This design comes from an exercise in tuning for small area, a short achievable clock period and few clock cycles per item on the open sky130 flow, not from production work.
Function was checked by simulation only, so behaviour that the tests miss may differ from the original.

Design cordic_vec_top, start of the top module:
module cordic_vec_top (
    input  logic clk,
    input  logic rst_n,
    input  logic in_valid,
    output logic in_ready,
    input  logic signed [15:0] x_start,
    input  logic signed [15:0] y_start,
    output logic out_valid,
    input  logic out_ready,
    output logic signed [15:0] mag,
    output logic signed [31:0] theta
);
    logic k_v, o_v, adv;
    assign adv = ~k_v;
    logic rdy_q;
    assign in_ready = rdy_q;
    logic o_en;
    assign o_en = ~o_v | out_ready;
    logic [15:0] s0_x, s0_y;
    logic s0_v;
    logic [15:0] e_x, e_y;
    assign e_x = x_start;
    assign e_y = y_start;
    logic e_xn, e_yn, e_xz, e_yz, e_sf;
    assign e_xn = e_x[15]; assign e_yn = e_y[15];
    assign e_xz = (e_x == 16'd0); assign e_yz = (e_y == 16'd0);
    assign e_sf = (~e_xn & ~e_xz & ~e_yn) | (e_xn & (e_yn | e_yz));
    logic s0_cyn, s0_cxn, s0_d0;
    logic [1:0] s0_q;
    always_ff @(posedge clk) if (adv) begin
        s0_x <= e_x; s0_y <= e_y;
        s0_cyn <= ~e_sf ^ e_yn; s0_cxn <= e_sf ^ e_xn;
        s0_d0 <= (~e_xn & ~e_xz & e_yn) | (e_xn & ~e_yn & ~e_yz);
        s0_q <= e_xz ? {e_yn, 1'b1} : (e_xn ? 2'b10 : 2'b00);
    end
    logic xneg, yneg, xz, yz, sflip, cyn, cxn;
  ...
Size: about 3400 cells after synthesis, ~86 I/O pins.
clock: 9.0 ns
lec_check: 0
abc_clock_period_in_ps: 2000
cap_margin: 20
core_margin: 2
core_utilization: 40
cts_cluster_diameter: 80
cts_cluster_size: 20
setup_slack_margin: 5
slew_margin: 20
standard.sh (not shown) runs the stock make flow with config.mk's settings and CLKGATE_MAP_FILE= SYNTH_SCRIPT=/design/flow/synth_recipe.tcl, a recipe that flattens the netlist after the stock synthesis.
==> flow/flow/run.sh <==
#!/bin/bash
# Own flow: the standard synthesis and layout (standard.sh), but with the
# post-synthesis / post-CTS / post-route repair_timing aiming at a larger
# setup margin (the clock period and all constraints stay the design's).
set -euo pipefail
MARGIN=$(cat flow/margin.txt)
bash standard.sh synth > synth.log 2>&1
# same make command as standard.sh, with SETUP_SLACK_MARGIN raised
CMD=$(grep '^make ' standard.sh | sed -e 's/"\${@:-finish}"//' -e "s/SETUP_SLACK_MARGIN=[^ ]*//")
eval "$CMD SETUP_SLACK_MARGIN=$MARGIN finish" > layout.log 2>&1
RES=$(ls -d orfs/results/*/cordic_vec_top/base)
: # left out here: write the final layout as DEF
==> flow/flow/margin.txt <==
6.0
Testbench counts at the start, summed over its fixed seeds: cycles 16,136, items 16,000.
Change:
==> flow/flow/margin.txt (replaced) <==
5.8
After rerunning: The new run finished clean. Wire length drops by 4.4%. Sequential share of layout area climbs by 1.2 points. Die area is unchanged. Non-clock buffer count drops by 86. Hold slack barely changes. Utilization drops by 1.2 points. Cell area drops by about 2.6%. Fmax barely changes. Global-route usage drops by 0.40 points.

build 30:
cordic_vec_top, a different RTL version from the one above (not shown whole).
Size in the first run: ~86 I/O pins, roughly 44000 µm² of cells after synthesis.
==> flow/config.mk <==
export PLATFORM = sky130hd
export DESIGN_NAME = cordic_vec_top
export DESIGN_NICKNAME = cordic_vec_top
export VERILOG_FILES = /design/flow/design.v
export SDC_FILE = /design/flow/constraint.sdc
export NUM_CORES = 4
export LEC_CHECK = 0
export ABC_CLOCK_PERIOD_IN_PS = 2000
export CAP_MARGIN = 20
export CORE_MARGIN = 2
export CORE_UTILIZATION = 40
export CTS_CLUSTER_DIAMETER = 80
export CTS_CLUSTER_SIZE = 20
export SETUP_SLACK_MARGIN = 5
export SLEW_MARGIN = 20
==> flow/constraint.sdc <==
create_clock -name core_clock -period 9.0 [get_ports {clk}]
set_input_delay 1.8000 -clock core_clock [delete_from_list [all_inputs] [get_ports {clk}]]
set_output_delay 1.8000 -clock core_clock [all_outputs]
set_load 0.01 [all_outputs]
==> flow/flow/margin.txt <==
6.4
Scripts as last shown in full above: flow/flow/run.sh
The final layout from build 30, which completed every stage, passed the timing, design-rule and antenna checks at the end of the flow.
Testbench counts of build 30, summed over its fixed seeds: cycles 16,136, items 16,000.
Changes in build 28 relative to build 30:
Settings: CTS_CLUSTER_SIZE no longer set, was 20; CTS_CLUSTER_DIAMETER no longer set, was 80.
==> flow/flow/margin.txt <==
6
==> comparison <==
Build 30: PASS, flow complete, no timing, DRC or antenna violations. The final layout from build 28, which completed every stage, passed the timing, design-rule and antenna checks at the end of the flow. Largest net degree at the start of global routing ends up lower on build 30. Comparing build 28 and build 30, the higher half-perimeter wire length after placement is on build 28. After synthesis and placement, the instance count of build 28 is below that of build 30. Looking only at final critical path time including I/O delays and setup, and setting everything else aside, the higher value of build 28 and build 30 goes to build 28.
Setup changes, build 28 to build 87
Settings: putting CTS_CLUSTER_DIAMETER at 80 where nothing was set; putting CTS_CLUSTER_SIZE at 20 where nothing was set.
## What came out
Build 87 against build 28: total clock buffers created by CTS fell by about 40%, post-route worst hold slack rose by 31 ps.
Between build 28 and build 87, the flow reports via count decreasing slightly.
For total routed wire length on the met1 layer, build 28 and build 87 come out practically identical.
Build 87 ended with less number of buffers inserted by post-CTS setup repair than build 28.
Final period demand of the worst path, build 87 and build 28: higher on build 28

## separate check: timing with driven ports
The flow's constraints put no driver on any port. The routed layouts listed below were extracted and timed again, unchanged, in two steps.
Step 1 assumes that a clkbuf_16 drives the clock port and a buf_2 every other input.
Step 2 moves the port delays by t, midway between the first and last clock arrival at a register: inputs arrive t later, outputs are due t later. That takes back most of the time a late clock gives input paths.
Slacks: no drivers / after step 1 / after step 2; pairs: no drivers / after step 1.
run | t, ns | slack for setup (ns) | slew at the worst register clock pin (ns) | pins driven straight from the clock port
the first run of note 1 | 0.693 | 5.879 / 5.850 / 5.564 | 0.09 / 0.09 | 1
the second run of note 1 | 0.705 | 5.874 / 5.805 / 5.387 | 0.09 / 0.09 | 1
build 30 | 0.711 | 5.855 / 5.794 / 5.600 | 0.09 / 0.09 | 1
build 28 | 0.711 | 5.806 / 5.806 / 5.338 | 0.07 / 0.07 | 1
build 87 | 0.689 | 5.867 / 5.825 / 5.296 | 0.09 / 0.09 | 1
After both steps setup and hold are still met in every run listed. For build 87, which loses most, drivers alone change the setup slack by -0.042 ns; drivers and shift together by -0.571 ns.
